This design comes from an exercise in tuning for a short achievable clock period and few clock cycles on the open sky130 flow, not from production work.
In this exercise RTL edits were held to simulation tests only and were not proved equivalent to the original.
Power and IR drop assume default switching activity.

==> 07-15 <==
==> flow/design.v (excerpt) <==
module y86_pipe (
    input clk,
    input rst,                   
    output [11:0] imem_addr,     
    input  [79:0] imem_data,     
    output [13:0] dmem_addr,     
    output [63:0] dmem_wdata,    
    output dmem_we,              
    input  [63:0] dmem_rdata,    
    output [1:0] stat            
);
Settings: LEC_CHECK=0, CAP_MARGIN=20, CORE_MARGIN=2, CORE_UTILIZATION=50, SLEW_MARGIN=20, SYNTH_HIERARCHICAL=1; clock period 26.0 ns.
standard.sh (not shown) runs the stock make flow with config.mk's settings and CLKGATE_MAP_FILE= SYNTH_SCRIPT=/design/flow/synth_recipe.tcl, a recipe that flattens the netlist after the stock synthesis.
==> flow/flow/run.sh <==
#!/bin/bash
set -uo pipefail
cd "$(dirname "$0")/.."
MARGIN=$(cat flow/margin.txt)
bash standard.sh \
    SETUP_SLACK_MARGIN="$MARGIN" \
    MATCH_CELL_FOOTPRINT=0 \
    "BUFFER_PORTS_ARGS=-buffer_cell sky130_fd_sc_hd__buf_6" \
    finish > flow_standard.log 2>&1
status=$?
exit $status
==> flow/flow/margin.txt <==
19.5
==> 10-09: changes against 07-15 <==
--- a/flow/design.v
+++ b/flow/design.v
@@ -169,41 +169,34 @@
                         d_mispred  ? d_redir : {D_bad, D_pc};
 wire [12:0] f_p1  = {1'b0, F_pc} + 13'd1;
 wire [12:0] f_p2  = {1'b0, F_pc} + 13'd2;
 wire [12:0] f_p9  = {1'b0, F_pc} + 13'd9;
 wire [12:0] f_p10 = {1'b0, F_pc} + 13'd10;
 wire [12:0] f_next;      
 wire        f_taken;
-wire [12:0] f_p3  = {1'b0, F_pc} + 13'd3;
-wire [12:0] f_p11 = {1'b0, F_pc} + 13'd11;
-wire        f_fold;
 fetch_next u_fnext (
-    .window(imem_data),
-    .p1(f_p1), .p2(f_p2), .p3(f_p3), .p9(f_p9), .p10(f_p10), .p11(f_p11),
+    .icode(imem_data[79:76]), .ifun(imem_data[75:72]), .tgt(imem_data[19:8]),
+    .p1(f_p1), .p2(f_p2), .p9(f_p9), .p10(f_p10),
     .bad(f_bad), .ras_top(ras_top), .tk(f_tk),
     .ovr(f_ovr), .ovr_val(f_ovr_val),
-    .next(f_next), .taken(f_taken), .fold(f_fold)
+    .next(f_next), .taken(f_taken)
 );
-wire [79:0] f_inst = f_fold ? {imem_data[71:0], 8'h00} : imem_data;
 reg [11:0] F_pco;
 always @(posedge clk) begin
     if (rst) F_pco <= 12'd0;
     else     F_pco <= f_next[11:0];
 end
 always @(posedge clk) begin
     F_pc  <= f_next[11:0];
     F_bad <= f_next[12];
 end
-wire [3:0] f_ic = f_inst[79:76];
-wire [3:0] f_fn = f_inst[75:72];
-wire [3:0] f_rA = f_inst[71:68];
-wire [3:0] f_rB = f_inst[67:64];
-wire [12:0] f_q1  = f_fold ? f_p2  : f_p1;
-wire [12:0] f_q2  = f_fold ? f_p3  : f_p2;
-wire [12:0] f_q9  = f_fold ? f_p10 : f_p9;
+wire [3:0] f_ic = imem_data[79:76];
+wire [3:0] f_fn = imem_data[75:72];
+wire [3:0] f_rA = imem_data[71:68];
+wire [3:0] f_rB = imem_data[67:64];
 reg [3:0] f_srcA, f_srcB, f_dstE, f_dstM;
 reg [12:0] f_valP;
 always @(*) begin
     f_srcA = RNONE; f_srcB = RNONE; f_dstE = RNONE; f_dstM = RNONE;
     case (f_ic)
     I_CMOV:  begin f_srcA = f_rA; f_dstE = f_rB; end
     I_IRMOV: begin f_dstE = f_rB; end
@@ -213,31 +206,31 @@
     I_CALL:  begin f_srcB = RSP; f_dstE = RSP; end
     I_RET:   begin f_srcA = RSP; f_srcB = RSP; f_dstE = RSP; end
     I_PUSH:  begin f_srcA = f_rA; f_srcB = RSP; f_dstE = RSP; end
     I_POP:   begin f_srcA = RSP; f_srcB = RSP; f_dstE = RSP; f_dstM = f_rA; end
     default: ;
     endcase
     case (f_ic)
-    I_CMOV, I_OP, I_PUSH, I_POP: f_valP = f_q2;
-    I_IRMOV, I_RMMOV, I_MRMOV:   f_valP = f_p10;     
-    I_JXX, I_CALL:               f_valP = f_q9;
-    default:                     f_valP = f_q1;
+    I_CMOV, I_OP, I_PUSH, I_POP: f_valP = f_p2;
+    I_IRMOV, I_RMMOV, I_MRMOV:   f_valP = f_p10;
+    I_JXX, I_CALL:               f_valP = f_p9;
+    default:                     f_valP = f_p1;
     endcase
 end
 wire [14:0] f_ohA, f_ohB;
 genvar go;
 generate
     for (go = 0; go < 15; go = go + 1) begin : oh
         assign f_ohA[go] = (f_srcA == go);
         assign f_ohB[go] = (f_srcB == go);
     end
 endgenerate
 always @(posedge clk) begin
     D_valid <= ~(rst | W_mismatch | d_mispred | d_replay);
-    D_raw   <= f_inst;
+    D_raw   <= imem_data;
     D_srcA  <= f_srcA;
     D_srcB  <= f_srcB;
     D_dstE  <= f_dstE;
     D_dstM  <= f_dstM;
     D_ohA   <= f_ohA;
     D_ohB   <= f_ohB;
     D_valP  <= f_valP;
@@ -252,16 +245,16 @@
     D_isJxx <= (f_ic == I_JXX);
     D_isCall <= (f_ic == I_CALL);
     D_isRet <= (f_ic == I_RET);
     D_isOP  <= (f_ic == I_OP);
     D_isHalt <= (f_ic == I_HALT);
     D_invalid <= (f_ic > I_POP);
     D_Adata <= (f_ic == I_RMMOV) | (f_ic == I_PUSH);
-    D_pc    <= f_fold ? f_p1[11:0] : F_pc;
-    D_bad   <= f_bad | (f_fold & f_p1[12]);
+    D_pc    <= F_pc;
+    D_bad   <= f_bad;
     D_pred  <= ras_top;
     D_predT <= f_taken;
 end
 always @(posedge clk) begin
     if (rst)
         ras_sp <= 3'd0;
     else if (d_advance & d_call) begin
@@ -388,44 +381,36 @@
     if (W_dstE != RNONE && W_dstE != W_dstM)
         regs[W_dstE] <= W_valE;
     if (W_dstM != RNONE)
         regs[W_dstM] <= W_valM;
 end
 endmodule
 module fetch_next (
-    input  [79:0] window,            
-    input  [12:0] p1, p2, p3, p9, p10, p11,   
+    input  [3:0]  icode,
+    input  [3:0]  ifun,
+    input  [11:0] tgt,
+    input  [12:0] p1, p2, p9, p10,   
     input         bad,
     input  [12:0] ras_top,
     input  [15:0] tk,
     input         ovr,
     input  [12:0] ovr_val,
     output [12:0] next,
-    output        taken,
-    output        fold
+    output        taken
 );
-    wire [3:0] ic0 = window[79:76], ic1 = window[71:68];
-    assign fold = (ic0 == 4'h1) & ~((ic1 == 4'h3) | (ic1 == 4'h4) | (ic1 == 4'h5)) & ~bad;
-    wire [3:0]  icode = fold ? ic1 : ic0;
-    wire [3:0]  ifun  = fold ? window[67:64] : window[75:72];
-    wire [11:0] tgt   = fold ? window[11:0] : window[19:8];
-    wire [12:0] q1  = fold ? p2  : p1;
-    wire [12:0] q2  = fold ? p3  : p2;
-    wire [12:0] q9  = fold ? p10 : p9;
-    wire [12:0] q10 = fold ? p11 : p10;
     assign taken = tk[ifun];
     wire to_tgt = (icode == 4'h8) | ((icode == 4'h7) & taken);
     reg [12:0] seq;
     always @(*) begin
         case (icode)
-        4'h2, 4'h6, 4'hA, 4'hB: seq = q2;
-        4'h3, 4'h4, 4'h5:       seq = q10;
-        4'h7:                   seq = q9;
+        4'h2, 4'h6, 4'hA, 4'hB: seq = p2;
+        4'h3, 4'h4, 4'h5:       seq = p10;
+        4'h7:                   seq = p9;
         4'h9:                   seq = ras_top;
-        default:                seq = q1;
+        default:                seq = p1;
         endcase
     end
     assign next = ovr ? ovr_val :
                   to_tgt ? {bad, tgt} : {seq[12] | bad, seq[11:0]};
 endmodule
 module br_check (
     input  [1:0] e_flags,
==> flow/config.mk (replaced) <==
export PLATFORM = sky130hd
export DESIGN_NAME = y86_pipe
export DESIGN_NICKNAME = y86_pipe
export VERILOG_FILES = /design/flow/design.v
export SDC_FILE = /design/flow/constraint.sdc
export NUM_CORES = 4
export LEC_CHECK = 0
export CAP_MARGIN = 20
export CORE_MARGIN = 2
export CORE_UTILIZATION = 55
export CTS_CLUSTER_DIAMETER = 80
export CTS_CLUSTER_SIZE = 30
export SLEW_MARGIN = 20
export SYNTH_HIERARCHICAL = 1
==> 02-08: changes against 07-15 <==
--- a/flow/design.v
+++ b/flow/design.v
@@ -169,41 +169,34 @@
                         d_mispred  ? d_redir : {D_bad, D_pc};
 wire [12:0] f_p1  = {1'b0, F_pc} + 13'd1;
 wire [12:0] f_p2  = {1'b0, F_pc} + 13'd2;
 wire [12:0] f_p9  = {1'b0, F_pc} + 13'd9;
 wire [12:0] f_p10 = {1'b0, F_pc} + 13'd10;
 wire [12:0] f_next;      
 wire        f_taken;
-wire [12:0] f_p3  = {1'b0, F_pc} + 13'd3;
-wire [12:0] f_p11 = {1'b0, F_pc} + 13'd11;
-wire        f_fold;
 fetch_next u_fnext (
-    .window(imem_data),
-    .p1(f_p1), .p2(f_p2), .p3(f_p3), .p9(f_p9), .p10(f_p10), .p11(f_p11),
+    .icode(imem_data[79:76]), .ifun(imem_data[75:72]), .tgt(imem_data[19:8]),
+    .p1(f_p1), .p2(f_p2), .p9(f_p9), .p10(f_p10),
     .bad(f_bad), .ras_top(ras_top), .tk(f_tk),
     .ovr(f_ovr), .ovr_val(f_ovr_val),
-    .next(f_next), .taken(f_taken), .fold(f_fold)
+    .next(f_next), .taken(f_taken)
 );
-wire [79:0] f_inst = f_fold ? {imem_data[71:0], 8'h00} : imem_data;
 reg [11:0] F_pco;
 always @(posedge clk) begin
     if (rst) F_pco <= 12'd0;
     else     F_pco <= f_next[11:0];
 end
 always @(posedge clk) begin
     F_pc  <= f_next[11:0];
     F_bad <= f_next[12];
 end
-wire [3:0] f_ic = f_inst[79:76];
-wire [3:0] f_fn = f_inst[75:72];
-wire [3:0] f_rA = f_inst[71:68];
-wire [3:0] f_rB = f_inst[67:64];
-wire [12:0] f_q1  = f_fold ? f_p2  : f_p1;
-wire [12:0] f_q2  = f_fold ? f_p3  : f_p2;
-wire [12:0] f_q9  = f_fold ? f_p10 : f_p9;
+wire [3:0] f_ic = imem_data[79:76];
+wire [3:0] f_fn = imem_data[75:72];
+wire [3:0] f_rA = imem_data[71:68];
+wire [3:0] f_rB = imem_data[67:64];
 reg [3:0] f_srcA, f_srcB, f_dstE, f_dstM;
 reg [12:0] f_valP;
 always @(*) begin
     f_srcA = RNONE; f_srcB = RNONE; f_dstE = RNONE; f_dstM = RNONE;
     case (f_ic)
     I_CMOV:  begin f_srcA = f_rA; f_dstE = f_rB; end
     I_IRMOV: begin f_dstE = f_rB; end
@@ -213,31 +206,31 @@
     I_CALL:  begin f_srcB = RSP; f_dstE = RSP; end
     I_RET:   begin f_srcA = RSP; f_srcB = RSP; f_dstE = RSP; end
     I_PUSH:  begin f_srcA = f_rA; f_srcB = RSP; f_dstE = RSP; end
     I_POP:   begin f_srcA = RSP; f_srcB = RSP; f_dstE = RSP; f_dstM = f_rA; end
     default: ;
     endcase
     case (f_ic)
-    I_CMOV, I_OP, I_PUSH, I_POP: f_valP = f_q2;
-    I_IRMOV, I_RMMOV, I_MRMOV:   f_valP = f_p10;     
-    I_JXX, I_CALL:               f_valP = f_q9;
-    default:                     f_valP = f_q1;
+    I_CMOV, I_OP, I_PUSH, I_POP: f_valP = f_p2;
+    I_IRMOV, I_RMMOV, I_MRMOV:   f_valP = f_p10;
+    I_JXX, I_CALL:               f_valP = f_p9;
+    default:                     f_valP = f_p1;
     endcase
 end
 wire [14:0] f_ohA, f_ohB;
 genvar go;
 generate
     for (go = 0; go < 15; go = go + 1) begin : oh
         assign f_ohA[go] = (f_srcA == go);
         assign f_ohB[go] = (f_srcB == go);
     end
 endgenerate
 always @(posedge clk) begin
     D_valid <= ~(rst | W_mismatch | d_mispred | d_replay);
-    D_raw   <= f_inst;
+    D_raw   <= imem_data;
     D_srcA  <= f_srcA;
     D_srcB  <= f_srcB;
     D_dstE  <= f_dstE;
     D_dstM  <= f_dstM;
     D_ohA   <= f_ohA;
     D_ohB   <= f_ohB;
     D_valP  <= f_valP;
@@ -252,16 +245,16 @@
     D_isJxx <= (f_ic == I_JXX);
     D_isCall <= (f_ic == I_CALL);
     D_isRet <= (f_ic == I_RET);
     D_isOP  <= (f_ic == I_OP);
     D_isHalt <= (f_ic == I_HALT);
     D_invalid <= (f_ic > I_POP);
     D_Adata <= (f_ic == I_RMMOV) | (f_ic == I_PUSH);
-    D_pc    <= f_fold ? f_p1[11:0] : F_pc;
-    D_bad   <= f_bad | (f_fold & f_p1[12]);
+    D_pc    <= F_pc;
+    D_bad   <= f_bad;
     D_pred  <= ras_top;
     D_predT <= f_taken;
 end
 always @(posedge clk) begin
     if (rst)
         ras_sp <= 3'd0;
     else if (d_advance & d_call) begin
@@ -388,44 +381,36 @@
     if (W_dstE != RNONE && W_dstE != W_dstM)
         regs[W_dstE] <= W_valE;
     if (W_dstM != RNONE)
         regs[W_dstM] <= W_valM;
 end
 endmodule
 module fetch_next (
-    input  [79:0] window,            
-    input  [12:0] p1, p2, p3, p9, p10, p11,   
+    input  [3:0]  icode,
+    input  [3:0]  ifun,
+    input  [11:0] tgt,
+    input  [12:0] p1, p2, p9, p10,   
     input         bad,
     input  [12:0] ras_top,
     input  [15:0] tk,
     input         ovr,
     input  [12:0] ovr_val,
     output [12:0] next,
-    output        taken,
-    output        fold
+    output        taken
 );
-    wire [3:0] ic0 = window[79:76], ic1 = window[71:68];
-    assign fold = (ic0 == 4'h1) & ~((ic1 == 4'h3) | (ic1 == 4'h4) | (ic1 == 4'h5)) & ~bad;
-    wire [3:0]  icode = fold ? ic1 : ic0;
-    wire [3:0]  ifun  = fold ? window[67:64] : window[75:72];
-    wire [11:0] tgt   = fold ? window[11:0] : window[19:8];
-    wire [12:0] q1  = fold ? p2  : p1;
-    wire [12:0] q2  = fold ? p3  : p2;
-    wire [12:0] q9  = fold ? p10 : p9;
-    wire [12:0] q10 = fold ? p11 : p10;
     assign taken = tk[ifun];
     wire to_tgt = (icode == 4'h8) | ((icode == 4'h7) & taken);
     reg [12:0] seq;
     always @(*) begin
         case (icode)
-        4'h2, 4'h6, 4'hA, 4'hB: seq = q2;
-        4'h3, 4'h4, 4'h5:       seq = q10;
-        4'h7:                   seq = q9;
+        4'h2, 4'h6, 4'hA, 4'hB: seq = p2;
+        4'h3, 4'h4, 4'h5:       seq = p10;
+        4'h7:                   seq = p9;
         4'h9:                   seq = ras_top;
-        default:                seq = q1;
+        default:                seq = p1;
         endcase
     end
     assign next = ovr ? ovr_val :
                   to_tgt ? {bad, tgt} : {seq[12] | bad, seq[11:0]};
 endmodule
 module br_check (
     input  [1:0] e_flags,
==> run summary <==
The flow ran to the end and the layout has no timing, DRC or antenna violations. The detailed-routing wirelength on met1 came out at between 150 and 200 mm. Counting the fill cells in the layout gives 16,500. The static leakage is just under 40 nW. The width of the die is around 450 um. The pin count of the biggest net entering global routing came out at 76. The floorplan die height is 447 um. The total placed instance area is 103,000 um^2. The clock transition at the registers of the reported paths is around 70 ps.

The worst hold slack after final layout is 315 ps.
-- figures above: 02-08

==> run summary <==
Among all stages on the critical path, the largest delay is contributed by or4b_4. For this design the static power due to leakage is ~41 nW. The total overflow reported by the global router is 0.

From left edge to right edge, the die measures 452 um. The run finished with no timing, DRC or antenna violations. The worst IR drop on VDD is 0.0806 mV. In this run the vertical extent of the chip is 452 um. The final critical-path setup slack is between 15,000 and 20,000 ps.

Entering global routing, the biggest net connects 80 pins. The number of placement rows is 164. The clock transition at the registers of the reported paths is around 70 ps. Among all cell classes, the greatest summed area belongs to multi-input combinational cells. Hold is met by 325 ps.
-- figures above: 07-15

==> run summary <==
After filler insertion, the fill cell instance count of the layout stands at 14,600. The worst hold slack after final layout is 332 ps. The detailed-routing wirelength on met1 is around 150 mm.

The pin count of the biggest net entering global routing came out at 85. The post-synthesis area per instance came out at roughly 11 um^2. The static leakage is roughly 38 nW. The via-per-instance ratio came out at 7.81. The adder-cell area share of the yosys netlist came out at 2.55%. The flow ran to the end and the layout has no timing, DRC or antenna violations. The floorplan die height came out at 427 um.

In this run the horizontal extent of the chip is 427 um. The clock transition at the registers of the reported paths is 100 ps. The largest single stage delay on the critical path is 400 ps. The total placed instance area is roughly 100,000 um^2.
-- figures above: 10-09

Testbench counts of 07-15, summed over its fixed seeds: cycles 20,467.
Testbench counts of 10-09, summed over its fixed seeds: cycles 20,707.
Testbench counts of 02-08, summed over its fixed seeds: cycles 20,707.

==> separate check: timing with driven ports <==
Ports are ideal in the flow. The routed layouts listed here were re-timed in OpenROAD.
Step 1 assumes that a clkbuf_16 drives the clock port and a buf_2 every other input.
Step 2 also shifts input and output timing later by t, the mid clock arrival at the registers, as if the neighbouring blocks saw the same clock.
Slacks: ideal ports / drivers / drivers and shift; pairs: ideal ports / drivers.
| run | t (ns) | setup slack, ns | cell pins on the clock port's net |
|---|---|---|---|
| 07-15 | 0.956 | 18.703 / 18.754 / 17.798 | 1 |
| 10-09 | 0.925 | 19.418 / 19.325 / 18.635 | 1 |
| 02-08 | 0.967 | 19.431 / 19.336 / 18.611 | 1 |
After both steps every run listed still meets setup and hold. For 07-15, which loses most, drivers alone change the setup slack by +0.051 ns; drivers and shift together by -0.905 ns.
